From an optimization exercise on the open Yosys and OpenROAD flow, aimed at small area and a short achievable clock period; shortcuts taken in it are not production practice. Only simulation tests tie the RTL to the original design; equivalence was not proved.

### flow/design.v
module rv16_instr_dmux(rv16_dminstr_in, opcode_out, rs1_addr_out, rs2_addr_out, rd_addr_out);
	parameter DATA = 16, OPCODE = 4;
	input [DATA-1:0]rv16_dminstr_in;
	output [OPCODE-1:0]opcode_out;
	output [OPCODE-1:0]rs1_addr_out;
	output [OPCODE-1:0]rs2_addr_out;
	output [OPCODE-1:0]rd_addr_out;
	assign opcode_out   = rv16_dminstr_in[3:0];
	assign rs1_addr_out = rv16_dminstr_in[7:4];
	assign rs2_addr_out = rv16_dminstr_in[11:8];
	assign rd_addr_out  = rv16_dminstr_in[15:12];
endmodule
module rv16_register_file(rd_addr_in,rs1_addr_in,rs2_addr_in,rd_reg_in,rv16_reg_clock,rv16_reg_reset,rs1_reg_out,rs2_reg_out);
	parameter DATA = 16, OPCODE = 4;
	input [OPCODE-1:0]rd_addr_in;
	input [OPCODE-1:0]rs1_addr_in;
	input [OPCODE-1:0]rs2_addr_in;
	input [DATA-1:0]rd_reg_in;
	input rv16_reg_clock, rv16_reg_reset;
	output [DATA-1:0]rs1_reg_out;
	output [DATA-1:0]rs2_reg_out;
	reg [DATA-1:0] reg_file [1:15];
	wire [DATA-1:0] rd_ports [0:15];
	assign rd_ports[0] = {DATA{1'b0}};
	genvar g;
	generate
		for (g = 1; g < 16; g = g + 1) begin : R
			assign rd_ports[g] = reg_file[g];
			always @(posedge rv16_reg_clock)
				if (rv16_reg_reset || rd_addr_in == g)
					reg_file[g] <= rv16_reg_reset ? {DATA{1'b0}} : rd_reg_in;
		end
	endgenerate
	assign rs1_reg_out = rd_ports[rs1_addr_in];
	assign rs2_reg_out = rd_ports[rs2_addr_in];
endmodule
module rv16_add_unit(a, b, sub, y);
	parameter DATA = 16;
	input [DATA-1:0] a, b;
	input sub;
	output [DATA-1:0] y;
	assign y = a + (b ^ {DATA{sub}}) + {{(DATA-1){1'b0}}, sub};
endmodule
module rv16_mult_unit(a, b, p);
	parameter DATA = 16;
	input  [DATA-1:0] a, b;
	output [DATA-1:0] p;
	assign p = a * b;
endmodule
module rv16_div_unit(a, b, q);
	parameter DATA = 16;
	input  [DATA-1:0] a, b;
	output [DATA-1:0] q;
	wire [DATA+1:0] b3 = {2'b00, b} + {1'b0, b, 1'b0};
	wire [DATA*DATA/2-1:0] rem;
	genvar i;
	generate
		for (i = 0; i < DATA/2; i = i + 1) begin : ROW
			localparam W = 2*i + 2;
			wire [W-1:0] t;
			wire [W:0] d1, d2, d3;
			wire big1, big2, big3;
			wire ge1, ge2, ge3;
			if (i == 0) begin : S0
				assign t = a[DATA-1 -: 2];
			end else begin : SN
				assign t = {rem[(i-1)*DATA +: W-2], a[DATA-1-2*i -: 2]};
			end
			if (W == DATA) begin : HL
				assign big1 = 1'b0;
				assign big2 = b[DATA-1];
				assign big3 = |b3[DATA+1:DATA];
			end else begin : HN
				assign big1 = |b[DATA-1:W];
				assign big2 = |b[DATA-1:W-1];
				assign big3 = b >= ((2**W + 2) / 3);
			end
			assign d1 = {1'b0, t} - {1'b0, b[W-1:0]};
			assign d2 = {1'b0, t} - {1'b0, b[W-2:0], 1'b0};
			assign d3 = {1'b0, t} - {1'b0, b3[W-1:0]};
			assign ge1 = ~big1 & ~d1[W];
			assign ge2 = ~big2 & ~d2[W];
			assign ge3 = ~big3 & ~d3[W];
			assign q[DATA-1-2*i] = ge2;
			assign q[DATA-2-2*i] = ge3 | (ge1 & ~ge2);
			if (i < DATA/2-1) begin : RM
				assign rem[i*DATA +: W] = ge3 ? d3[W-1:0] : ge2 ? d2[W-1:0] : ge1 ? d1[W-1:0] : t;
				assign rem[i*DATA+W +: DATA-W] = {(DATA-W){1'b0}};
			end else begin : RL
				assign rem[i*DATA +: DATA] = {DATA{1'b0}};
			end
		end
	endgenerate
endmodule
module rv16_xor_unit(rs1_xor_in,rs2_xor_in,rd_xor_out);
	parameter DATA = 16;
	input [DATA-1:0]rs1_xor_in;
	input [DATA-1:0]rs2_xor_in;
	output [DATA-1:0]rd_xor_out;
	assign rd_xor_out = rs1_xor_in ^ rs2_xor_in;
endmodule
module rv16_and_unit(rs1_and_in,rs2_and_in,rd_and_out);
	parameter DATA = 16;
	input [DATA-1:0]rs1_and_in;
	input [DATA-1:0]rs2_and_in;
	output [DATA-1:0]rd_and_out;
	assign rd_and_out = rs1_and_in & rs2_and_in;
endmodule
module rv16_or_unit(rs1_or_in,rs2_or_in,rd_or_out);
	parameter DATA = 16;
	input [DATA-1:0]rs1_or_in;
	input [DATA-1:0]rs2_or_in;
	output [DATA-1:0]rd_or_out;
	assign rd_or_out = rs1_or_in | rs2_or_in;
endmodule
module rv16_rd_fumux(rd_ADDSUB_in, rd_MUL_in, rd_DIV_in, rd_XOR_in, rd_AND_in, rd_OR_in, rd_LD_in, rd_fumux_opcode, rd_fumux_out);
	parameter DATA = 16, OPCODE = 4;
	input [DATA-1:0]rd_ADDSUB_in, rd_MUL_in, rd_DIV_in, rd_XOR_in, rd_AND_in, rd_OR_in, rd_LD_in;
	input [OPCODE-1:0]rd_fumux_opcode;
	output [DATA-1:0]rd_fumux_out;
	reg [DATA-1:0] other;
	always @(*)
		case (rd_fumux_opcode)
			4'd0, 4'd1: other = rd_ADDSUB_in;
			4'd2:       other = rd_MUL_in;
			4'd4:       other = rd_XOR_in;
			4'd5:       other = rd_AND_in;
			4'd6:       other = rd_OR_in;
			4'd7:       other = rd_LD_in;
			default:    other = {DATA{1'b0}};
		endcase
	assign rd_fumux_out = (rd_fumux_opcode == 4'd3) ? rd_DIV_in : other;
endmodule
module rv16_cpu_top(rv16_cpu_clock, rv16_cpu_reset, rv16_cpu_dminstr_in, rv16_cpu_dmdata_in, rv16_cpu_addr_out, rv16_cpu_dmdata_out);
	parameter DATA = 16;
	parameter OPCODE = 4;
	input rv16_cpu_clock;
	input rv16_cpu_reset;
	input [DATA-1:0]rv16_cpu_dminstr_in;
	input [DATA-1:0]rv16_cpu_dmdata_in;
	output reg [DATA-1:0]rv16_cpu_addr_out;
	output reg [DATA-1:0]rv16_cpu_dmdata_out;
	wire [OPCODE-1:0]opcode_out;
	wire [OPCODE-1:0]rs1_addr_out;
	wire [OPCODE-1:0]rs2_addr_out;
	wire [OPCODE-1:0]rd_addr_out;
	rv16_instr_dmux IDMUX (.rv16_dminstr_in(rv16_cpu_dminstr_in), .opcode_out(opcode_out), .rs1_addr_out(rs1_addr_out), .rs2_addr_out(rs2_addr_out), .rd_addr_out(rd_addr_out));
	wire [DATA-1:0]rs1_reg_out;
	wire [DATA-1:0]rs2_reg_out;
	wire [DATA-1:0]rd_fumux_out;
	rv16_register_file REGF (.rd_addr_in(rd_addr_out), .rs1_addr_in(rs1_addr_out), .rs2_addr_in(rs2_addr_out), .rd_reg_in(rd_fumux_out),
						.rv16_reg_clock(rv16_cpu_clock), .rv16_reg_reset(rv16_cpu_reset), .rs1_reg_out(rs1_reg_out), .rs2_reg_out(rs2_reg_out));
	wire [DATA-1:0]rd_addsub_out;
	rv16_add_unit ADDERUNIT (.a(rs1_reg_out), .b(rs2_reg_out), .sub(opcode_out[0]), .y(rd_addsub_out));
	wire [DATA-1:0]rd_mult_out;
	rv16_mult_unit MULTUNIT (.a(rs1_reg_out), .b(rs2_reg_out), .p(rd_mult_out));
	wire [DATA-1:0]rd_div_quo;
	rv16_div_unit DIVUNIT (.a(rs1_reg_out), .b(rs2_reg_out), .q(rd_div_quo));
	wire [DATA-1:0]rd_xor_out;
	rv16_xor_unit XORUNIT (.rs1_xor_in(rs1_reg_out), .rs2_xor_in(rs2_reg_out), .rd_xor_out(rd_xor_out));
	wire [DATA-1:0]rd_and_out;
	rv16_and_unit ANDUNIT (rs1_reg_out, rs2_reg_out, rd_and_out);
	wire [DATA-1:0]rd_or_out;
	rv16_or_unit ORUNIT (rs1_reg_out, rs2_reg_out, rd_or_out);
	rv16_rd_fumux RDMUX (rd_addsub_out, rd_mult_out, rd_div_quo, rd_xor_out, rd_and_out, rd_or_out, rv16_cpu_dmdata_in,
		opcode_out, rd_fumux_out);
	always @(posedge rv16_cpu_clock)
		begin
			if(rv16_cpu_reset)
				begin
					rv16_cpu_addr_out   <= 0;
					rv16_cpu_dmdata_out <= 0;
				end
			else
				begin
					rv16_cpu_addr_out   <= {{(DATA-OPCODE){1'b0}}, rd_addr_out};
					rv16_cpu_dmdata_out <= rd_fumux_out;
				end
		end
endmodule
### flow/run.sh
#!/bin/bash
# synth_recipe.tcl (not shown) runs the flow's synth.tcl, then flattens the netlist and writes it again
# the make line also repeats each setting of config.mk as NAME=value (left out here)
make -C /OpenROAD-flow-scripts/flow DESIGN_CONFIG=/design/flow/config.mk WORK_HOME=/design/flow/orfs CLKGATE_MAP_FILE= SYNTH_SCRIPT=/design/flow/synth_recipe.tcl finish
### flow/config.mk
export PLATFORM = sky130hd
export DESIGN_NAME = rv16_cpu_top
export DESIGN_NICKNAME = rv16_cpu_top
export VERILOG_FILES = /design/flow/design.v
export SDC_FILE = /design/flow/constraint.sdc
export NUM_CORES = 4
export LEC_CHECK = 0
export CAP_MARGIN = 20
export CORE_MARGIN = 2
export CORE_UTILIZATION = 40
export SLEW_MARGIN = 20
### flow/constraint.sdc
create_clock -name core_clock -period 66.0 [get_ports {rv16_cpu_clock}]
set_input_delay 13.2000 -clock core_clock [delete_from_list [all_inputs] [get_ports {rv16_cpu_clock}]]
set_output_delay 13.2000 -clock core_clock [all_outputs]
set_load 0.01 [all_outputs]
==> run summary, run 1 <==
Outcome
The flow ran to the end and the layout has no timing, DRC or antenna violations.

Clock tree
The number of hold buffers added after cts is 0. The H-tree level count is 1. TritonCTS built the clock tree. In this run, CTS created clock tree buffers numbering 26.

The number of gates resized after CTS was 0. After clock tree synthesis, the clock-pin slew on the worst setup and hold paths is 0.07 ns. In this run the post-CTS setup repair buffer count came out at 0. The clock network latency to the later pin of the worst-skew pair is 0.56 ns.

The clock net in this run drives a total of 260 sinks. The clock passes through at most 3 buffers. The cell at the root of the clock tree is clkbuf_16.

GRT
Global routing consumed, over all layers together, 29.3% of the routing resources. The total overflow left after global routing is 0. Entering global routing, the biggest net connects 63 pins. The first-pass GRT wire length is 164 mm. The number of global-route vias before repair is 24,903. The number of antenna violations at the first check in global routing is 1.

Floorplan
The overall die area is 74,500 µm². In this run the core area contains 98 standard-cell rows. 66 I/O pins were placed. The starting density of the core is 40.5%. The die boundary height is 273 µm. The area of the core is 71,500 µm².

The die outline width is 273 µm.

STA
The number of hold-slack violations in the final timing report is 0. The number of pins exceeding their max-slew limit in the final report is 0. The worst-case clock skew is 0.0298 ns. The post-route minimum period is 35.88 ns. Across all hold checks on the routed design, the worst slack comes to 1.27 ns. The final count of negative-setup-slack endpoints is 0.

At the pin with the least slew margin, the transition time is 1.13 ns. The upper clock frequency limit is 0.0279 GHz. Setup repair after global routing left no endpoint under its margin. The worst setup slack after layout is 30.12 ns.

Adding up every negative setup slack in the final design gives 0 ns. The worst slew margin relative to its limit is 24.4%. The worst path uses 54.4% of the clock period.

Logic synthesis
The biggest area contributor in the post-synthesis netlist is edfxtp_1. Counting flops with an async set or reset pin after synthesis yields a share of 0%. Sorting the synthesized cells by how often they occur yields ha_1 (360), nand2_1 (243), edfxtp_1 (240), inv_1 (226), nor2_1 (176). The area share of the largest cell type after synthesis is 24.9%. The number of distinct library cells after synthesis is 112. The cell area that synthesis handed to floorplanning was 28,900 µm². The cell with the most instances after synthesis is ha_1.

The synthesized area divided by synthesized cell count is 9.36 µm². Yosys printed 4 warnings. Yosys mapped a number of flops with a built-in enable equal to 240. The most used flip-flop cell after synthesis is edfxtp_1.

Ranked by total cell area, the synthesized netlist is headed by edfxtp_1 (25%), ha_1 (16%), fa_1 (7.1%). After synthesis the netlist holds a flip-flop and latch count of 260. The number of instances in the synthesized netlist is 3,089. The sequential cell area fraction in the yosys report is 26.3%.

Route
Dividing the detail-routed wire length by the instance count gives 27.3 µm. In this run the remaining antenna-violating nets after routing total 0. Wires add up to 112 mm. The first detailed-routing pass ran for 8 iterations. Dividing the detail-routed via count by the number of cells gives 6.33. The total number of vias is 25,957. The post-route DRC violation count is 0.

The first routing iteration left 3,511 violations.

Placed design
The number of buffers inserted by port buffering is 53. The last weighted congestion value of the routability-driven placer is 0.981. The post-placement worst setup slack is 30.13 ns. The wire-length estimate of the detail-placed layout is 81.6 mm.

Job
The tool flagged a number of max-cap violations equal to 0.

Setup path
The largest stage delay on the critical path is 0.75 ns. The slowest cell on the critical path is o2111ai_1. The startpoint class of the critical path is a primary input. The critical path capture point type is a flip-flop. Data on the critical path arrives at its endpoint at 36.27 ns.

The start-to-end type of the worst setup path is in2reg. The maximum fanout encountered on the critical timing path is 36. The cell repeated most along the worst path is a21oi_1. The data required time at the worst endpoint is 66.39 ns.

Final layout
At the end of the flow, the number of nets in the layout was 3,625. The post-route netlist has 8.61% of its cells at a drive strength greater than 1. The number of antenna diodes in the final layout is 0. The share of the core filled with cells is 44.3%. The relative area change from synthesis to final layout is 9.54%.

Min path
The classification of the worst-slack hold path is reg2reg.
==> critical path, delay by kind of cell <==
kind | cells | cell delay, ns
buffers and inverters | 12 | 3.20
muxes | 3 | 1.18
and+or+nand+nor | 17 | 3.93
adders and majority gates | 8 | 2.42
AOI/OAI and AO/OA | 51 | 12.18
==> logic make-up after synthesis <==
family / share of synthesized area (%)
buffers and inverters: 5.78
multiplexers: 4.69
adder cells (fa/ha/maj): 22.6
AO/OA/AOI/OAI: 21.2
other: 0.0130
XOR/XNOR: 4.74
flip-flops: 26.3
AND/OR/NAND/NOR: 14.6
==> metal layers <==
| metal | routed length, µm | up-vias | global-route usage, % |
|---|---|---|---|
| met5 | 0 | - | 0 |
| met4 | 6240 | 0 | 13.5 |
| met3 | 11000 | 336 | 4.19 |
| met2 | 48900 | 1570 | 45.9 |
| met1 | 45600 | 12535 | 39.9 |
| li1 | - | 11516 | - |
==> sequential cells by signal, indices dropped and copies added, names as in the netlist <==
name and flops:
REGF.reg_file 240, rv16_cpu_dmdata_out 16, rv16_cpu_addr_out 4
==> per-stage QoR <==
step	area (µm²)	std cells
3_5_place_dp	30700	4051
3_3_place_gp	30700	4051
4_1_cts	31700	4099
5_1_grt	31700	4099
2_1_floorplan	29000	3100
6_report	31700	4099
==> final timing paths <==
check	startpoint	to	slack (ns)	depth (start not counted)
max	rv16_cpu_dminstr_in[10]	REGF.reg_file[13][0]	30.12	91
min	REGF.reg_file[2][15]	rv16_cpu_dmdata_out[15]	1.27	4
max reg2reg	REGF.reg_file[12][11]	REGF.reg_file[13][0]	43.51	88
min reg2reg	REGF.reg_file[2][15]	rv16_cpu_dmdata_out[15]	1.27	4
==> final cells by class <==
type                            count  area [µm²]
Fill cell                        6933       39800
Clock inverter                     10         178
Sequential cell                   260        7610
Tap cell                          950        1190
Multi-Input combinational cell   2457       19800
Timing Repair Buffer              152        1240
Inverter                          232         875
Clock buffer                       38         777
==> cell usage in the layout, fill, tap and decap left out, types with 42 or more instances in the layout <==
| cell | count |
|---|---|
| edfxtp_1 | 240 |
| clkdlybuf4s50_1 | 45 |
| nor2_1 | 176 |
| mux2i_1 | 74 |
| nor2b_1 | 81 |
| nand3_1 | 66 |
| a21oi_1 | 142 |
| fa_1 | 102 |
| xnor2_1 | 112 |
| nor3_1 | 49 |
| o21ai_0 | 164 |
| inv_1 | 226 |
| buf_4 | 100 |
| ha_1 | 360 |
| xor2_1 | 42 |
| nand2_1 | 243 |
| nand2b_1 | 42 |
| a21o_1 | 45 |
==> run 2, diff against run 1 <==
--- a/flow/config.mk
+++ b/flow/config.mk
@@ -7,5 +7,6 @@
 export LEC_CHECK = 0
 export CAP_MARGIN = 20
 export CORE_MARGIN = 2
-export CORE_UTILIZATION = 40
+export CORE_UTILIZATION = 65
+export PLACE_DENSITY = 0.75
 export SLEW_MARGIN = 20
==> run summary, run 2 <==
Floorplan
The area of the core is 44,000 µm². In this run the count of I/O pins placed on the die edge is 66. The starting density of the core is 65.7%.

The die covers 46,200 µm². The die outline width is 215 µm. In this run the core area contains 77 standard-cell rows. The die boundary height is 215 µm.

Final layout
In the layout the commonest cells are ha_1 (360), nand2_1 (243), edfxtp_1 (240), inv_1 (226), nor2_1 (176). In the final layout, the share of cells above drive strength 1 is 8.23%. In the final layout, the registers with the most flip-flops are REGF.reg_file: 240 flops, rv16_cpu_dmdata_out: 16 flops, rv16_cpu_addr_out: 4 flops. The commonest non-fill, non-tap cell in the layout is ha_1. The count of nets after finishing is 3,614.

0 antenna diodes ended up in the layout. The register with the most flip-flops in the layout has 240 of them. Ranked by flip-flop count, first place goes to REGF.reg_file. From synthesis to final layout, the design area changed by 7.17%. The number of cells in the finished layout apart from fillers is 3,725. The share of the core filled with cells is 70.4%.

STA
The setup TNS is 0 ns. Clock skew on the completed layout was measured at 0.0191 ns. The post-route minimum period is 37.51 ns. The final count of negative-setup-slack endpoints is 0.

The number of pins exceeding their max-slew limit in the final report is 0. The upper clock frequency limit is 0.0267 GHz. Setup repair after global routing left no endpoint under its margin. The worst slew margin relative to its limit is 11.7%. The share of the clock period used by the worst path after layout is 56.8%. The number of hold-slack violations in the final timing report is 0.

For the pin with the worst max-slew slack, the measured transition is 1.31 ns. Setup slack closes at 28.49 ns.

GRT
The number of global-route vias before repair is 26,823. The number of antenna violations at the first check in global routing is 1. The first global-routing pass estimated 167 mm of wire.

In the global route stage, overall resource usage came out at 47.9%. Entering global routing, the biggest net connects 57 pins. The overflow left after global routing is 0.

Logic synthesis
The simple-gate portion of the synthesized area is 14.6%. The cell with the most instances after synthesis is ha_1. The number of instances in the synthesized netlist is 3,089.

The sequential cell area fraction in the yosys report is 26.3%. The share of synthesized area in the top cell type comes to 24.9%. After synthesis, the largest family of logic cells by area is adder cells. For this run, asynchronously set or reset flops after synthesis account for 0%.

The number of distinct library cells after synthesis is 112. Yosys attributes the largest share of cell area to edfxtp_1 (25%), ha_1 (16%), fa_1 (7.1%). The count of flip-flops with a built-in enable after synthesis is 240. Summing the areas of all fa, ha and maj instances in the mapped netlist gives 22.6% of the synthesized area. The post-synthesis instance area is 28,900 µm².

The average instance in the mapped netlist occupies 9.36 µm². The post-synthesis xor/xnor area fraction is 4.74%. The dominant cell type by area after synthesis is edfxtp_1.

Yosys printed 4 warnings. The most used flip-flop cell after synthesis is edfxtp_1. The post-synthesis compound-gate area fraction is 21.2%. Synthesis inferred 260 register bits.

The portion of synthesized area spent on multiplexers is 4.69%. In the synthesized netlist, the cells that appear most often are ha_1 (360), nand2_1 (243), edfxtp_1 (240), inv_1 (226), nor2_1 (176).

Placed design
The HPWL reported at the end of detailed placement is 81.1 mm. The cell total after placement is 3,684. The last weighted congestion value of the routability-driven placer is 1.09. Timing analysis after detailed placement gives a worst setup slack of 29.04 ns. Buffers placed on the I/O ports in this run total 53.

Clock tree
The number of buffers added by the clock tree synthesis step is 21. The maximum clock insertion buffer count is 3. The number of hold buffers added after cts is 0.

The cell at the root of the clock tree is clkbuf_16. The total setup buffers inserted after CTS is 0. For the worst-skew pair, the clock arrives at the later sink with an insertion delay of 0.54 ns. In this run, post-CTS repair resized a total of 0 instances. The clock-pin slew of the registers on the worst-case setup and hold paths is 0.08 ns.

TritonCTS built the clock tree. The clock drives 260 sinks. The H-tree level count is 1.

Setup path
The largest stage delay on the critical path is 0.83 ns. The data arrival time at the worst-slack endpoint is 37.71 ns. The slowest cell on the critical path is a31oi_2. The critical path capture point type is a flip-flop. Data on the critical path is required at its endpoint by 66.20 ns.

The cell repeated most along the worst path is o21ai_0. The startpoint class of the critical path is a primary input. The maximum fanout encountered on the critical timing path is 52. The worst setup path is of the in2reg kind.

Route
The first-iteration detailed-routing DRC count is 3,795. In the final routed layout, each cell accounts on average for 30.3 µm. Using the TritonRoute via totals, the vias-per-cell ratio works out to 7.31.

The post-route DRC violation count is 0. The total wire length is 113 mm. The number of iterations in the first detailed-routing pass is 7. The final route contains 27,240 vias. The count of nets left with antenna violations once routing finished came out at 0.

Min path
In this run the worst hold path is classified as reg2reg.

Job
The reported max-cap violation count is 0.

Outcome
The run finished with no timing, DRC or antenna violations.
-- run 2: kinds of logic after synthesis --
family,Yosys count
buf+inv,383
other cells,1
flops,260
xor+xnor,155
compound gates,873
mux,121
fa+ha+maj,462
simple gates,834
-- run 2: final cells by class --
| cell class | instances | area, µm² |
|---|---|---|
| clock buffer | 29 | 596 |
| clock inverter | 9 | 133 |
| fill | 3388 | 13000 |
| inverter | 232 | 875 |
| multi-input combinational | 2457 | 19900 |
| sequential | 260 | 7610 |
| tap | 592 | 741 |
| timing repair buffer | 146 | 1190 |
-- run 2: worst max-delay path, delay by kind of cell --
family / cells / cell delay, ns
buffers and inverters: 9 / 2.80
AO/OA/AOI/OAI: 47 / 12.61
AND/OR/NAND/NOR: 20 / 4.65
adder cells (fa/ha/maj): 9 / 3.55
multiplexers: 2 / 0.79
-- run 2: layer usage --
metal  global-route usage, %  wire [µm]  share of wire (%)
met1                    56.3      38300                 34
met2                    74.2      48500                 43
met3                    12.0      14600                 13
met4                    39.4      11600                 10
met5                       0          9             0.0080
-- run 2: worst paths after layout --
kind | from | cells after the start | slack [ns] | to
setup / recovery | rv16_cpu_dminstr_in[11] | 87 | 28.49 | REGF.reg_file[5][0]
setup reg to reg | REGF.reg_file[11][1] | 86 | 41.94 | REGF.reg_file[5][0]
hold / removal | REGF.reg_file[2][15] | 3 | 0.97 | rv16_cpu_dmdata_out[15]
hold reg to reg | REGF.reg_file[2][15] | 3 | 0.97 | rv16_cpu_dmdata_out[15]
-- run 2: through the flow --
step / hold slack, ns / instance area (µm²)
finish: 0.975 / 31000
detailed placement: 1.12 / 30200
global placement: 1.09 / 30200
global route: 0.984 / 31000
floorplan: 0.793 / 29000
CTS: 1.12 / 30900
==> run 3, diff against run 2 <==
--- a/flow/design.v
+++ b/flow/design.v
@@ -45,7 +45,170 @@
 	parameter DATA = 16;
 	input  [DATA-1:0] a, b;
 	output [DATA-1:0] p;
-	assign p = a * b;
+	wire [DATA:0] bx = {b, 1'b0};
+	wire [DATA/2-1:0] neg;
+	wire [15:0] x0;
+	wire [13:0] x1;
+	wire [11:0] x2;
+	wire [9:0] x3;
+	wire [7:0] x4;
+	wire [5:0] x5;
+	wire [3:0] x6;
+	wire [1:0] x7;
+	genvar i;
+	generate
+		for (i = 0; i < DATA/2; i = i + 1) begin : R
+			wire b0 = bx[2*i], b1 = bx[2*i+1], b2 = bx[2*i+2];
+			wire one = b0 ^ b1;
+			wire two = (b2 & ~b1 & ~b0) | (~b2 & b1 & b0);
+			assign neg[i] = b2;
+		end
+	endgenerate
+	assign x0 = (({16{R[0].one}} & a[15:0]) | ({16{R[0].two}} & {a[14:0], 1'b0})) ^ {16{neg[0]}};
+	assign x1 = (({14{R[1].one}} & a[13:0]) | ({14{R[1].two}} & {a[12:0], 1'b0})) ^ {14{neg[1]}};
+	assign x2 = (({12{R[2].one}} & a[11:0]) | ({12{R[2].two}} & {a[10:0], 1'b0})) ^ {12{neg[2]}};
+	assign x3 = (({10{R[3].one}} & a[9:0]) | ({10{R[3].two}} & {a[8:0], 1'b0})) ^ {10{neg[3]}};
+	assign x4 = (({8{R[4].one}} & a[7:0]) | ({8{R[4].two}} & {a[6:0], 1'b0})) ^ {8{neg[4]}};
+	assign x5 = (({6{R[5].one}} & a[5:0]) | ({6{R[5].two}} & {a[4:0], 1'b0})) ^ {6{neg[5]}};
+	assign x6 = (({4{R[6].one}} & a[3:0]) | ({4{R[6].two}} & {a[2:0], 1'b0})) ^ {4{neg[6]}};
+	assign x7 = (({2{R[7].one}} & a[1:0]) | ({2{R[7].two}} & {a[0:0], 1'b0})) ^ {2{neg[7]}};
+	wire s0 = x0[0] ^ neg[0];
+	wire c0 = x0[0] & neg[0];
+	wire s1 = x0[1] ^ c0;
+	wire c1 = x0[1] & c0;
+	wire s2 = x0[2] ^ x1[0] ^ neg[1];
+	wire c2 = (x0[2] & x1[0]) | (x0[2] & neg[1]) | (x1[0] & neg[1]);
+	wire s3 = c1 ^ s2;
+	wire c3 = c1 & s2;
+	wire s4 = x0[3] ^ x1[1] ^ c2;
+	wire c4 = (x0[3] & x1[1]) | (x0[3] & c2) | (x1[1] & c2);
+	wire s5 = c3 ^ s4;
+	wire c5 = c3 & s4;
+	wire s6 = x0[4] ^ x1[2] ^ x2[0];
+	wire c6 = (x0[4] & x1[2]) | (x0[4] & x2[0]) | (x1[2] & x2[0]);
+	wire s7 = neg[2] ^ c4 ^ c5;
+	wire c7 = (neg[2] & c4) | (neg[2] & c5) | (c4 & c5);
+	wire s8 = s6 ^ s7;
+	wire c8 = s6 & s7;
+	wire s9 = x0[5] ^ x1[3] ^ x2[1];
+	wire c9 = (x0[5] & x1[3]) | (x0[5] & x2[1]) | (x1[3] & x2[1]);
+	wire s10 = c6 ^ c7 ^ c8;
+	wire c10 = (c6 & c7) | (c6 & c8) | (c7 & c8);
+	wire s11 = s9 ^ s10;
+	wire c11 = s9 & s10;
+	wire s12 = x0[6] ^ x1[4] ^ x2[2];
+	wire c12 = (x0[6] & x1[4]) | (x0[6] & x2[2]) | (x1[4] & x2[2]);
+	wire s13 = x3[0] ^ neg[3] ^ c9;
+	wire c13 = (x3[0] & neg[3]) | (x3[0] & c9) | (neg[3] & c9);
+	wire s14 = c10 ^ c11 ^ s12;
+	wire c14 = (c10 & c11) | (c10 & s12) | (c11 & s12);
+	wire s15 = s13 ^ s14;
+	wire c15 = s13 & s14;
+	wire s16 = x0[7] ^ x1[5] ^ x2[3];
+	wire c16 = (x0[7] & x1[5]) | (x0[7] & x2[3]) | (x1[5] & x2[3]);
+	wire s17 = x3[1] ^ c12 ^ c13;
+	wire c17 = (x3[1] & c12) | (x3[1] & c13) | (c12 & c13);
+	wire s18 = c14 ^ c15 ^ s16;
+	wire c18 = (c14 & c15) | (c14 & s16) | (c15 & s16);
+	wire s19 = s17 ^ s18;
+	wire c19 = s17 & s18;
+	wire s20 = x0[8] ^ x1[6] ^ x2[4];
+	wire c20 = (x0[8] & x1[6]) | (x0[8] & x2[4]) | (x1[6] & x2[4]);
+	wire s21 = x3[2] ^ x4[0] ^ neg[4];
+	wire c21 = (x3[2] & x4[0]) | (x3[2] & neg[4]) | (x4[0] & neg[4]);
+	wire s22 = c16 ^ c17 ^ c18;
+	wire c22 = (c16 & c17) | (c16 & c18) | (c17 & c18);
+	wire s23 = c19 ^ s20 ^ s21;
+	wire c23 = (c19 & s20) | (c19 & s21) | (s20 & s21);
+	wire s24 = s22 ^ s23;
+	wire c24 = s22 & s23;
+	wire s25 = x0[9] ^ x1[7] ^ x2[5];
+	wire c25 = (x0[9] & x1[7]) | (x0[9] & x2[5]) | (x1[7] & x2[5]);
+	wire s26 = x3[3] ^ x4[1] ^ c20;
+	wire c26 = (x3[3] & x4[1]) | (x3[3] & c20) | (x4[1] & c20);
+	wire s27 = c21 ^ c22 ^ c23;
+	wire c27 = (c21 & c22) | (c21 & c23) | (c22 & c23);
+	wire s28 = c24 ^ s25 ^ s26;
+	wire c28 = (c24 & s25) | (c24 & s26) | (s25 & s26);
+	wire s29 = s27 ^ s28;
+	wire c29 = s27 & s28;
+	wire s30 = x0[10] ^ x1[8] ^ x2[6];
+	wire c30 = (x0[10] & x1[8]) | (x0[10] & x2[6]) | (x1[8] & x2[6]);
+	wire s31 = x3[4] ^ x4[2] ^ x5[0];
+	wire c31 = (x3[4] & x4[2]) | (x3[4] & x5[0]) | (x4[2] & x5[0]);
+	wire s32 = neg[5] ^ c25 ^ c26;
+	wire c32 = (neg[5] & c25) | (neg[5] & c26) | (c25 & c26);
+	wire s33 = c27 ^ c28 ^ c29;
+	wire c33 = (c27 & c28) | (c27 & c29) | (c28 & c29);
+	wire s34 = s30 ^ s31 ^ s32;
+	wire c34 = (s30 & s31) | (s30 & s32) | (s31 & s32);
+	wire s35 = s33 ^ s34;
+	wire c35 = s33 & s34;
+	wire s36 = x0[11] ^ x1[9] ^ x2[7];
+	wire c36 = (x0[11] & x1[9]) | (x0[11] & x2[7]) | (x1[9] & x2[7]);
+	wire s37 = x3[5] ^ x4[3] ^ x5[1];
+	wire c37 = (x3[5] & x4[3]) | (x3[5] & x5[1]) | (x4[3] & x5[1]);
+	wire s38 = c30 ^ c31 ^ c32;
+	wire c38 = (c30 & c31) | (c30 & c32) | (c31 & c32);
+	wire s39 = c33 ^ c34 ^ c35;
+	wire c39 = (c33 & c34) | (c33 & c35) | (c34 & c35);
+	wire s40 = s36 ^ s37 ^ s38;
+	wire c40 = (s36 & s37) | (s36 & s38) | (s37 & s38);
+	wire s41 = s39 ^ s40;
+	wire c41 = s39 & s40;
+	wire s42 = x0[12] ^ x1[10] ^ x2[8];
+	wire c42 = (x0[12] & x1[10]) | (x0[12] & x2[8]) | (x1[10] & x2[8]);
+	wire s43 = x3[6] ^ x4[4] ^ x5[2];
+	wire c43 = (x3[6] & x4[4]) | (x3[6] & x5[2]) | (x4[4] & x5[2]);
+	wire s44 = x6[0] ^ neg[6] ^ c36;
+	wire c44 = (x6[0] & neg[6]) | (x6[0] & c36) | (neg[6] & c36);
+	wire s45 = c37 ^ c38 ^ c39;
+	wire c45 = (c37 & c38) | (c37 & c39) | (c38 & c39);
+	wire s46 = c40 ^ c41 ^ s42;
+	wire c46 = (c40 & c41) | (c40 & s42) | (c41 & s42);
+	wire s47 = s43 ^ s44 ^ s45;
+	wire c47 = (s43 & s44) | (s43 & s45) | (s44 & s45);
+	wire s48 = s46 ^ s47;
+	wire c48 = s46 & s47;
+	wire s49 = x0[13] ^ x1[11] ^ x2[9];
+	wire c49 = (x0[13] & x1[11]) | (x0[13] & x2[9]) | (x1[11] & x2[9]);
+	wire s50 = x3[7] ^ x4[5] ^ x5[3];
+	wire c50 = (x3[7] & x4[5]) | (x3[7] & x5[3]) | (x4[5] & x5[3]);
+	wire s51 = x6[1] ^ c42 ^ c43;
+	wire c51 = (x6[1] & c42) | (x6[1] & c43) | (c42 & c43);
+	wire s52 = c44 ^ c45 ^ c46;
+	wire c52 = (c44 & c45) | (c44 & c46) | (c45 & c46);
+	wire s53 = c47 ^ c48 ^ s49;
+	wire c53 = (c47 & c48) | (c47 & s49) | (c48 & s49);
+	wire s54 = s50 ^ s51 ^ s52;
+	wire c54 = (s50 & s51) | (s50 & s52) | (s51 & s52);
+	wire s55 = s53 ^ s54;
+	wire c55 = s53 & s54;
+	wire s56 = x0[14] ^ x1[12] ^ x2[10];
+	wire c56 = (x0[14] & x1[12]) | (x0[14] & x2[10]) | (x1[12] & x2[10]);
+	wire s57 = x3[8] ^ x4[6] ^ x5[4];
+	wire c57 = (x3[8] & x4[6]) | (x3[8] & x5[4]) | (x4[6] & x5[4]);
+	wire s58 = x6[2] ^ x7[0] ^ neg[7];
+	wire c58 = (x6[2] & x7[0]) | (x6[2] & neg[7]) | (x7[0] & neg[7]);
+	wire s59 = c49 ^ c50 ^ c51;
+	wire c59 = (c49 & c50) | (c49 & c51) | (c50 & c51);
+	wire s60 = c52 ^ c53 ^ c54;
+	wire c60 = (c52 & c53) | (c52 & c54) | (c53 & c54);
+	wire s61 = c55 ^ s56 ^ s57;
+	wire c61 = (c55 & s56) | (c55 & s57) | (s56 & s57);
+	wire s62 = s58 ^ s59 ^ s60;
+	wire c62 = (s58 & s59) | (s58 & s60) | (s59 & s60);
+	wire s63 = s61 ^ s62;
+	wire c63 = s61 & s62;
+	wire s64 = x0[15] ^ x1[13] ^ x2[11];
+	wire s65 = x3[9] ^ x4[7] ^ x5[5];
+	wire s66 = x6[3] ^ x7[1] ^ c56;
+	wire s67 = c57 ^ c58 ^ c59;
+	wire s68 = c60 ^ c61 ^ c62;
+	wire s69 = c63 ^ s64 ^ s65;
+	wire s70 = s66 ^ s67 ^ s68;
+	wire s71 = s69 ^ s70;
+	assign p = {s71, s63, s55, s48, s41, s35, s29, s24, s19, s15, s11, s8, s5, s3, s1, s0};
 endmodule
 module rv16_div_unit(a, b, q);
 	parameter DATA = 16;
--- a/flow/config.mk
+++ b/flow/config.mk
@@ -5,8 +5,8 @@
 export SDC_FILE = /design/flow/constraint.sdc
 export NUM_CORES = 4
 export LEC_CHECK = 0
+export ABC_AREA = 1
 export CAP_MARGIN = 20
 export CORE_MARGIN = 2
-export CORE_UTILIZATION = 65
-export PLACE_DENSITY = 0.75
+export CORE_UTILIZATION = 40
 export SLEW_MARGIN = 20
==> run summary, run 3 <==
Final layout
The number of flip-flops under the largest register name is 240. The fraction of final layout cells sized beyond drive strength 1 is 7.07%. The area growth from synthesis to layout is 11.7%.

The commonest non-fill, non-tap cell in the layout is nand2_1. The antenna cell count is 0. The largest registers in the layout are REGF.reg_file: 240 flops, rv16_cpu_dmdata_out: 16 flops, rv16_cpu_addr_out: 4 flops. In the final design database the tool counted 3,721 nets. In the layout the commonest cells are nand2_1 (607), inv_1 (464), ha_1 (330), edfxtp_1 (240), a21oi_1 (207). The register with the most flip-flops is REGF.reg_file.

STA
After layout, the worst path uses 52.8% of the clock period. The worst slew margin relative to its limit is 17.0%. The worst-case clock skew is 0.0185 ns.

Summed over all failing endpoints, the final setup total negative slack is 0 ns. Setup violations remaining at the end of the flow were counted as 0. The transition time at the pin with the least slew margin is 1.24 ns.

The number of pins exceeding their max-slew limit in the final report is 0. Setup repair after global routing left no endpoint under its margin. The final hold slack is 1.20 ns. Based on the critical path, the design can be clocked at up to 0.0287 GHz.

The number of hold-slack violations in the final timing report is 0. The post-route minimum period is 34.86 ns.

Route
The detailed router placed 24,076 vias in this run. The total wire length is 100 mm. The average detailed-routed wire length per instance is 24.0 µm. The pre-antenna-repair detailed-routing pass consisted of 6 iterations. In this run the remaining antenna-violating nets after routing total 0. The post-route DRC violation count is 0.

The per-cell via count in the routed design is 5.78. After the first detailed-routing iteration, the DRC count stood at 2,910.

Setup path
Among all stages on the critical path, the largest delay is contributed by nor3_2. The origin of the worst setup path is rv16_cpu_dminstr_in[9]. Setup slack on the worst reg-to-reg path comes out at 44.62 ns. The data arrival time at the worst-slack endpoint is 35.08 ns. Broken down by cell family, the worst path's largest delay share belongs to compound AO/OA/AOI/OAI gates. The start-to-end type of the worst setup path is in2reg.

The largest single stage delay on the critical path is 0.98 ns. The cell that appears most often on the critical path is nand2_1. In this run the worst path has a maximum fanout of 25. The buffers plus inverters on the worst setup path is 13. The start of the worst register-to-register path is REGF.reg_file[3][14]. The startpoint class of the critical path is a primary input.

For the worst flop-to-flop path, the logic depth is 112. In this run the critical register-to-register path is captured at REGF.reg_file[12][0]. Following the worst setup path forward leads to its endpoint at REGF.reg_file[12][0]. The number of cells on the critical path is 115. STA puts the critical path data required time at 66.22 ns. The worst setup path is captured at a flip-flop.

GRT
The met2 track demand over resource in global routing is 47.9%. The overflow left after global routing is 0. The number of antenna violations at the first check in global routing is 0. The met3 usage is 4.87%.

Global routing used 29.3% of the available tracks. The routing layer with the top usage in global route is met2. The pin count of the biggest net entering global routing is 36.

The met1 usage in global routing is 37.9%. The number of global-route vias before repair is 23,026. The first-pass GRT wire length is 147 mm.

Floorplan
For this configuration, the core starts out at a cell density of 40.3%. The overall die area is 66,700 µm². The die boundary height is 258 µm. The top-level port count is 66. The initialized floorplan defines 93 standard-cell rows.

From left edge to right edge, the die measures 258 µm. The core region is 64,100 µm².

Logic synthesis
Of the synthesized area, sequential elements account for 29.4%. After synthesis, the largest area contributor takes up 27.9% of total cell area. After synthesis, the cell types taking the most area are edfxtp_1 (28%), ha_1 (16%), nand2_1 (8.8%). The synthesized area divided by synthesized cell count is 8.13 µm². The most used flip-flop cell after synthesis is edfxtp_1. The synthesis warning total is 4. Counting flops and latches in the post-synthesis netlist gives 260.

By count the netlist is led by nand2_1 (607), inv_1 (464), ha_1 (330), edfxtp_1 (240), a21oi_1 (207). In the synthesized netlist, the number of instances is 3,177. The post-synthesis instance area is 25,800 µm².

For this run, asynchronously set or reset flops after synthesis account for 0%. The count of flip-flops with a built-in enable after synthesis is 240. The number of distinct library cells after synthesis is 67.

The largest total area in the synthesized netlist belongs to edfxtp_1. The cell with the most instances after synthesis is nand2_1.

Clock tree
The total setup buffers inserted after CTS is 0. TritonCTS built the clock tree. Counting the buffers created by CTS gives 27. The quantity of gates resized following cts is 0. The H-tree level count is 1. The clock-pin slew of the registers on the worst-case setup and hold paths is 0.06 ns. The tree is rooted in a clkbuf_16. The sink count of the clock tree is 260. The number of hold buffers added after cts is 0. The clock network latency to the later pin of the worst-skew pair is 0.55 ns. The maximum clock insertion buffer count is 3.

Job
The reported max-cap violation count is 0.

Placed design
Buffers placed on the I/O ports in this run total 53. The HPWL after detailed placement is 73.8 mm. The last weighted congestion value of the routability-driven placer is 1.02.

Min path
The path class of the tightest hold or removal check is reg2reg.

Outcome
The run finished with no timing, DRC or antenna violations.
run 3: changes by cell type after synthesis, moves of 37 or more:
cell,delta
nand2_1,+364
inv_1,+238
xor2_1,+111
nor2b_1,-81
mux2i_1,-73
a21oi_1,+65
xnor2_1,-65
nand3_1,+63
o22ai_1,+62
nand2b_1,-42
a22oi_1,-38
a21boi_0,-37
run 3: how the worst min path moves through the flow:
stage / from / cells after the start / end
global placement: REGF.reg_file[11][15] / 8 / rv16_cpu_dmdata_out[1]
finish: REGF.reg_file[14][15] / 8 / rv16_cpu_dmdata_out[1]
floorplan: REGF.reg_file[4][15] / 7 / rv16_cpu_dmdata_out[1]
detailed placement: REGF.reg_file[14][15] / 8 / rv16_cpu_dmdata_out[1]
CTS: REGF.reg_file[14][15] / 8 / rv16_cpu_dmdata_out[1]
global route: REGF.reg_file[14][15] / 8 / rv16_cpu_dmdata_out[1]
run 3: area by class of cell:
type                       count  area [µm²]
timing repair buffer         138        1170
fill                        6300       35200
sequential                   260        7610
clock buffer                  32         724
multi-input combinational   2372       16200
tap                          855        1070
clock inverter                17         226
inverter                     492        1850
run 3: logic make-up (layout without fill, tap and decap cells):
kind of cell,Yosys count,count (layout),synth area share [%]
AND/OR/NAND/NOR,1036,1036,17.1
AO/OA/AOI/OAI,726,726,17.1
buffers and inverters,556,679,8.34
adder cells (fa/ha/maj),396,396,21.1
flip-flops,260,260,29.4
XOR/XNOR,200,200,6.78
multiplexers,2,2,0.0823
other,1,12,0.0145
run 3: metal layers:
layer  vias to the layer above  wire (µm)
li1                      11109          -
met1                     11298      40100
met2                      1354      45100
met3                       315       9510
met4                         0       5210
met5                         -          0
run 3: tightest hold or removal path: stages (launching register included):
cell and delay (ns):
edfxtp_1 0.35, nand2_1 0.06, nand2_1 0.06, nor2_2 0.04
nand2_2 0.13, nor2_8 0.09, nand2_1 0.10, a21oi_1 0.09
buf_4 0.20
run 3: per-stage QoR:
stage	utilization [%]	cells	area [µm²]	setup WS [ns]
CTS	45.0	4166	28900	31.71
global route	45.0	4166	28900	29.20
finish	45.0	4166	28900	31.14
global placement	43.5	4117	27900	31.33
detailed placement	43.5	4117	27900	31.23
floorplan	-	3188	25900	36.08
==> run 4, diff against run 3 <==
--- a/flow/config.mk
+++ b/flow/config.mk
@@ -8,5 +8,6 @@
 export ABC_AREA = 1
 export CAP_MARGIN = 20
 export CORE_MARGIN = 2
-export CORE_UTILIZATION = 40
+export CORE_UTILIZATION = 60
+export PLACE_DENSITY = 0.7
 export SLEW_MARGIN = 20
==> run summary, run 4 <==
STA
Setup repair after global routing left no endpoint under its margin. The upper clock frequency limit is 0.0285 GHz. Between clock sinks in the finished design, the worst skew comes to 0.0183 ns.

The number of hold-slack violations in the final timing report is 0. Subtracting the final worst setup slack from the clock period gives 35.09 ns. The final count of negative-setup-slack endpoints is 0. The share of the clock period used by the worst path after layout is 53.2%. The transition time at the pin with the least slew margin is 1.17 ns. The worst slew margin relative to its limit is 21.6%. The worst setup slack after layout is 30.91 ns. Setup total negative slack on the finished layout was measured at 0 ns.

The number of pins exceeding their max-slew limit in the final report is 0.

Floorplan
For this design the top-level I/O count stands at 66. The die outline width is 212 µm. The overall die area is 44,700 µm².

The initial utilization of the core area, before any placement, comes to 60.4%. The total area inside the core boundary comes to 42,800 µm². After floorplanning, the core was divided into 76 placement rows.

The die boundary height is 212 µm.

Logic synthesis
The post-synthesis share of cell area spent on full adders, half adders and majority gates is 21.1%. The number of instances in the synthesized netlist is 3,177. The cell with the most instances after synthesis is nand2_1. The multiplexer area fraction after synthesis is 0.0823%. The number of different library cells used by synthesis comes to 67.

The top cell type by area accounts for 27.9% of the synthesized area. After synthesis, the most frequently instantiated cells are nand2_1 (607), inv_1 (464), ha_1 (330), edfxtp_1 (240), a21oi_1 (207). The synthesis warning total is 4.

The most used flip-flop cell after synthesis is edfxtp_1. The synthesized area divided by synthesized cell count is 8.13 µm². In this run the cell area of the synthesized design comes to 25,800 µm².

The post-synthesis xor/xnor area fraction is 6.78%. In the post-synthesis netlist, the biggest area contributors are edfxtp_1 (28%), ha_1 (16%), nand2_1 (8.8%). The simple-gate portion of the synthesized area is 17.1%. Yosys mapped a number of flops with a built-in enable equal to 240. Of all cell types, the one taking the most synthesized area is edfxtp_1. The post-synthesis compound-gate area fraction is 17.1%. The number of register bits inferred by synthesis is 260.

The largest family of logic cells by synthesized area is adder cells. Of all flip-flops after synthesis, the portion carrying an async set or reset was 0%. Of the synthesized area, sequential elements account for 29.4%.

Setup path
On the critical path the largest part of the delay comes from compound AO/OA/AOI/OAI gates. The critical path capture point type is a flip-flop. The cell repeated most along the worst path is nand2_1. Data on the critical path is required at its endpoint by 66.22 ns. The start-to-end type of the worst setup path is in2reg.

The data arrival time at the worst-slack endpoint is 35.32 ns. The largest stage delay on the critical path is 0.71 ns. For flop-to-flop paths, the worst setup slack is 44.41 ns. Of all nets on the critical path, the largest fanout is 25.

The startpoint class of the critical path is a primary input. The slowest cell on the critical path is o21ai_0. The buffers plus inverters on the worst setup path is 17.

GRT
The overflow left after global routing is 0. The number of antenna violations at the first check in global routing is 3. The first global-routing pass estimated 143 mm of wire.

The pin count of the biggest net entering global routing is 37. The number of global-route vias before repair is 24,107. Global routing used 43.1% of the available tracks.

Route
The first-iteration detailed-routing DRC count is 2,875. The total wire length is 97.0 mm. Dividing the detail-routed via count by the number of cells gives 6.45.

In the final routed layout, each cell accounts on average for 25.2 µm. The routed layout has 24,790 vias. The post-route DRC violation count is 0. The detail route stage leaves a number of antenna-violating nets equal to 0. The number of iterations in the first detailed-routing pass is 6.

Final layout
The fraction of final layout cells sized beyond drive strength 1 is 6.80%. Once layout is done, the placed cells without fillers occupy 28,300 µm². The register with the most flip-flops is REGF.reg_file.

In the layout the commonest cells are nand2_1 (607), inv_1 (464), ha_1 (330), edfxtp_1 (240), a21oi_1 (205). The number of flip-flops under the largest register name is 240. The area growth from synthesis to layout is 9.61%.

The commonest non-fill, non-tap cell in the layout is nand2_1. The count of nets after finishing is 3,708. In the final layout, the registers with the most flip-flops are REGF.reg_file: 240 flops, rv16_cpu_dmdata_out: 16 flops, rv16_cpu_addr_out: 4 flops.

Clock tree
The number of hold buffers added after cts is 0. The quantity of gates resized following cts is 0. The TritonCTS clock tree is done.

The total setup buffers inserted after CTS is 0. Counting every sink on the clock net gives 260. At the later pin of the worst-skew pair, clock insertion delay measures 0.54 ns. In this run the clock root is driven by a clkbuf_16.

In this run, CTS created clock tree buffers numbering 24. The H-tree level count is 1. Counting along the longest clock path gives a buffer depth of 3.

After clock tree synthesis, the clock-pin slew on the worst setup and hold paths is 0.07 ns.

Placed design
The number of buffers inserted by port buffering is 53. The congestion estimate from routability-driven global placement came to 1.04. After legalization and detailed placement, the total HPWL measured 71.4 mm. Before CTS, the worst setup slack after placement is 31.01 ns. The instance area after placement is 27,500 µm².

Outcome
The run finished with no timing, DRC or antenna violations.

Min path
The classification of the worst-slack hold path is reg2reg.

Job
The tool flagged a number of max-cap violations equal to 0.
-- run 4: cell counts after synthesis --
Identical to the previous run, type by type.
-- run 4: cells by family (layout without fill, tap and decap cells) --
group | Yosys count | count (layout)
AOI/OAI and AO/OA | 726 | 726
muxes | 2 | 2
and+or+nand+nor | 1036 | 1036
xor gates and xnor gates | 200 | 200
other | 1 | 15
DFF | 260 | 260
adders and majority gates | 396 | 396
buffers and inverters | 556 | 664
-- run 4: final cells by class --
cell class / count / area (µm²)
tap: 546 / 683
clock buffer: 25 / 626
multi-input combinational: 2372 / 16300
clock inverter: 19 / 210
sequential: 260 / 7610
inverter: 492 / 1850
antenna: 3 / 7.51
fill: 3706 / 14500
timing repair buffer: 128 / 1090
-- run 4: path summary, 6_finish.rpt --
check | startpoint | cells past startpoint | to
min | REGF.reg_file[14][15] | 7 | rv16_cpu_dmdata_out[1]
max reg2reg | REGF.reg_file[10][14] | 121 | REGF.reg_file[8][0]
min reg2reg | REGF.reg_file[14][15] | 7 | rv16_cpu_dmdata_out[1]
max | rv16_cpu_dminstr_in[9] | 124 | REGF.reg_file[8][0]
-- run 4: through the flow --
step / utilization (%) / instances / hold WS, ns
5_1_grt: 66.2 / 3842 / 1.22
4_1_cts: 66.2 / 3842 / 1.28
2_1_floorplan: - / 3188 / 0.982
3_3_place_gp: 64.2 / 3798 / 1.21
6_report: 66.2 / 3845 / 1.11
3_5_place_dp: 64.2 / 3798 / 1.28
-- run 4: layer usage --
layer  share of wire, %  GRT usage, %  routed length (µm)
met2                 45          70.1               43400
met4                8.7          31.2                8430
met5              0.016             0                  16
met3                 11          7.33               10700
met1                 36          51.9               34500
-- run 4: worst register-to-register path, delay by kind of cell (launching register included) --
family                   cells  cell delay, ns
adder cells (fa/ha/maj)      8            2.74
AND/OR/NAND/NOR             44            6.42
buffers and inverters       16            2.16
flip-flops                   1            0.37
AO/OA/AOI/OAI               53            9.58
==> run 5, diff against run 4 <==
--- a/flow/config.mk
+++ b/flow/config.mk
@@ -8,6 +8,6 @@
 export ABC_AREA = 1
 export CAP_MARGIN = 20
 export CORE_MARGIN = 2
-export CORE_UTILIZATION = 60
-export PLACE_DENSITY = 0.7
+export CORE_UTILIZATION = 72
+export PLACE_DENSITY = 0.82
 export SLEW_MARGIN = 20
==> run summary, run 5 <==

Logic synthesis
Yosys printed 4 warnings. For this run, asynchronously set or reset flops after synthesis account for 0%. Counting instances in the post-synthesis netlist gives the leading cell types as nand2_1 (607), inv_1 (464), ha_1 (330), edfxtp_1 (240), a21oi_1 (207). Synthesis instantiated 67 different standard cells from the library. Of the total synthesized cell area, the portion taken by AND, OR, NAND and NOR gates is 17.1%. After synthesis the cells add up to 25,800 µm².

The synthesized netlist devotes 17.1% of its cell area to compound gates. The synthesized area divided by synthesized cell count is 8.13 µm². Sequential elements use 29.4% of the synthesized area. In the post-synthesis netlist, the biggest area contributors are edfxtp_1 (28%), ha_1 (16%), nand2_1 (8.8%). The count of flip-flops with a built-in enable after synthesis is 240. The top cell type by area accounts for 27.9% of the synthesized area.

The number of register bits inferred by synthesis is 260. By area, the combinational part of the netlist is dominated by adder cells. The number of instances in the synthesized netlist is 3,177. Summing the areas of all fa, ha and maj instances in the mapped netlist gives 21.1% of the synthesized area. The multiplexer area fraction after synthesis is 0.0823%.

Summing the areas of all xor and xnor instances in the mapped netlist gives 6.78% of the synthesized area. The most used flip-flop cell after synthesis is edfxtp_1. The cell with the most instances after synthesis is nand2_1. edfxtp_1 takes more of the synthesized area than any other cell.

Clock tree
The clock drives 260 sinks. After clock tree synthesis, the repair step resized 0 gates. CTS built an H-tree with a depth of 1.

The maximum clock insertion buffer count is 3. The cell at the root of the clock tree is clkbuf_16. In this run, post-CTS hold repair placed 0 buffers. TritonCTS built the clock tree. The clock-pin slew of the registers on the worst-case setup and hold paths is 0.07 ns. Buffers added to address setup during post-CTS repair amount to 0. The number of buffers added by the clock tree synthesis step is 22. The clock network latency to the later pin of the worst-skew pair is 0.53 ns.

STA
The upper clock frequency limit is 0.0287 GHz. After layout, the worst path uses 52.9% of the clock period. The transition time at the pin with the least slew margin is 1.25 ns. The worst-case clock skew is 0.0267 ns. Setup repair after global routing left no endpoint under its margin. The worst slew margin relative to its limit is 16.1%. The number of pins exceeding their max-slew limit in the final report is 0. The number of hold-slack violations in the final timing report was 0.

Setup violations remaining at the end of the flow were counted as 0. The clock period could shrink to 34.89 ns. The final hold slack is 1.17 ns. The setup TNS is 0 ns. Setup slack on the critical path of the routed design comes to 31.11 ns.

Floorplan
The top-level port count is 66. The die boundary height is 193 µm. The area of the core is 35,500 µm².

The die outline width is 193 µm. The starting density of the core is 72.8%. The die covers 37,400 µm². In this run the core area contains 69 standard-cell rows.

Route
The total wire length is 98.3 mm. The number of iterations in the first detailed-routing pass is 9. For this block, the initial DRC count from the detailed router was 4,085. In the routed design, unresolved DRC markers number 0. The per-cell via count in the routed design is 6.92. Once detail routing completed, the nets flagged for antenna violations numbered 0. Dividing the detail-routed wire length by the instance count gives 26.2 µm. The detailed router placed 25,960 vias in this run.

Final layout
The count of nets after finishing is 3,702. The repair_antennas step left the layout with diodes totalling 0. Leaving out fill and tap cells, the most frequent cells in the layout are nand2_1 (607), inv_1 (464), ha_1 (330), edfxtp_1 (240), a21oi_1 (205). The relative area change from synthesis to final layout is 8.82%.

The register with the most flip-flops is REGF.reg_file. The register with the most flip-flops in the layout has 240 of them. The commonest non-fill, non-tap cell in the layout is nand2_1. For this run, the share of the core covered by cells in the final layout is 79.3%. The number of cells in the finished layout apart from fillers is 3,749. The fraction of final layout cells sized beyond drive strength 1 is 6.51%.

The largest registers in the layout are REGF.reg_file: 240 flops, rv16_cpu_dmdata_out: 16 flops, rv16_cpu_addr_out: 4 flops. The layout has 2,460 filler cells.

Setup path
The largest stage delay on the critical path is 1.10 ns. The cell repeated most along the worst path is nand2_1. The worst setup path is of the in2reg kind. STA classifies the critical path endpoint as a flip-flop.

Setup slack on the worst reg-to-reg path comes out at 44.76 ns. The worst setup path is launched from a primary input. STA puts the critical path data arrival time at 35.10 ns. The maximum fanout encountered on the critical timing path is 25. The largest individual stage delay along the critical path comes from the cell inv_1.

STA puts the critical path data required time at 66.21 ns.

GRT
The met3 usage is 14.9%. For this run, global-route usage on met2 was measured as 78.9%. The number of global-route vias before repair was 26,055. The first global-routing pass estimated 148 mm of wire. The total overflow left after global routing is 0. The routing layer with the top usage in global route is met2. The pin count of the biggest net entering global routing is 36. The total routing usage reported by global routing is 51.8%. The number of antenna violations at the first check in global routing is 1.

The met1 usage in global routing is 60.3%.

Placed design
The post-placement worst setup slack is 31.49 ns. The cell total after placement is 3,709. The number of buffers inserted by port buffering is 53. The HPWL reported at the end of detailed placement is 69.8 mm.

The last weighted congestion value of the routability-driven placer is 1.06.

Job
The reported max-cap violation count is 0.

Outcome
The flow ran to the end and the layout has no timing, DRC or antenna violations.

Min path
The path class of the tightest hold or removal check is reg2reg.
[run 5: cell types whose count changed in the layout (fill, tap and decap cells not counted), moves of 3 or more]
cell | before | now
buf_4 | 75 | 71
clkinv_4 | 5 | 1
clkbuf_1 | 0 | 3
diode_2 | 3 | 0
inv_6 | 4 | 1
[run 5: critical path: cells and delay by family]
family / cells / cell delay (ns)
and+or+nand+nor: 41 / 5.88
AOI/OAI and AO/OA: 55 / 9.28
adders and majority gates: 8 / 2.86
buffers and inverters: 17 / 3.84
[run 5: metrics by stage]
step / cell area (µm²)
floorplan: 25900
global placement: 27300
detailed placement: 27300
CTS: 28100
global route: 28100
finish: 28100
[run 5: worst paths after layout]
kind                            from                     end  depth (start not counted)
min            REGF.reg_file[15][15]  rv16_cpu_dmdata_out[1]                          7
max reg2reg    REGF.reg_file[10][14]    REGF.reg_file[14][0]                        124
max          rv16_cpu_dminstr_in[10]    REGF.reg_file[14][0]                        121
min reg2reg    REGF.reg_file[15][15]  rv16_cpu_dmdata_out[1]                          7
[run 5: cell type report]
type                       instances  area, µm²  share of cell area, %
inverter                         492       1850                   6.57
clock buffer                      28        614                   2.18
timing repair buffer             124       1060                   3.78
multi-input combinational       2372      16200                   57.8
clock inverter                    12        169                  0.601
tap                              461        577                   2.05
sequential                       260       7610                   27.1
[run 5: kinds of logic (layout without fill, tap and decap cells)]
kind of cell | count (synthesis) | count (layout)
buffers and inverters | 556 | 656
other | 1 | 12
flip-flops | 260 | 260
adder cells (fa/ha/maj) | 396 | 396
XOR/XNOR | 200 | 200
AO/OA/AOI/OAI | 726 | 726
AND/OR/NAND/NOR | 1036 | 1036
multiplexers | 2 | 2
[run 5: layer usage]
metal	share of wire, %	wire [µm]
met1	32	31000
met2	42	41400
met3	15	14900
met4	11	11000
met5	0.014	14

what the ideal ports hide:
No port has a modelled driver above. Below, the same layouts with a new extraction and two added sets of constraints. Step 1, drivers: a clkbuf_16 drives rv16_cpu_clock and a buf_2 each remaining input, both assumed. Step 2 moves the port delays by t, midway between the first and last clock arrival at a register: inputs arrive t later, outputs are due t later. That takes back most of the time a late clock gives input paths. a / b / c = ideal / step 1 / step 2; a / b = the first two.
run	shift t [ns]	setup slack, ns	worst setup path at the end	slew at the worst register clock pin (ns)	pins driven straight from the clock port
run 1	0.591	30.119 / 30.150 / 29.559	input to register	0.07 / 0.07	1
run 2	0.579	28.490 / 28.510 / 27.931	input to register	0.08 / 0.08	1
run 3	0.591	31.139 / 31.168 / 30.577	input to register	0.07 / 0.07	1
run 4	0.587	30.906 / 30.938 / 30.351	input to register	0.08 / 0.08	1
run 5	0.570	31.109 / 31.133 / 30.563	input to register	0.07 / 0.07	1
After both steps every run listed still meets setup and hold. The setup slack of run 3, which loses most, moves by +0.029 ns with the drivers and by -0.562 ns with both steps.
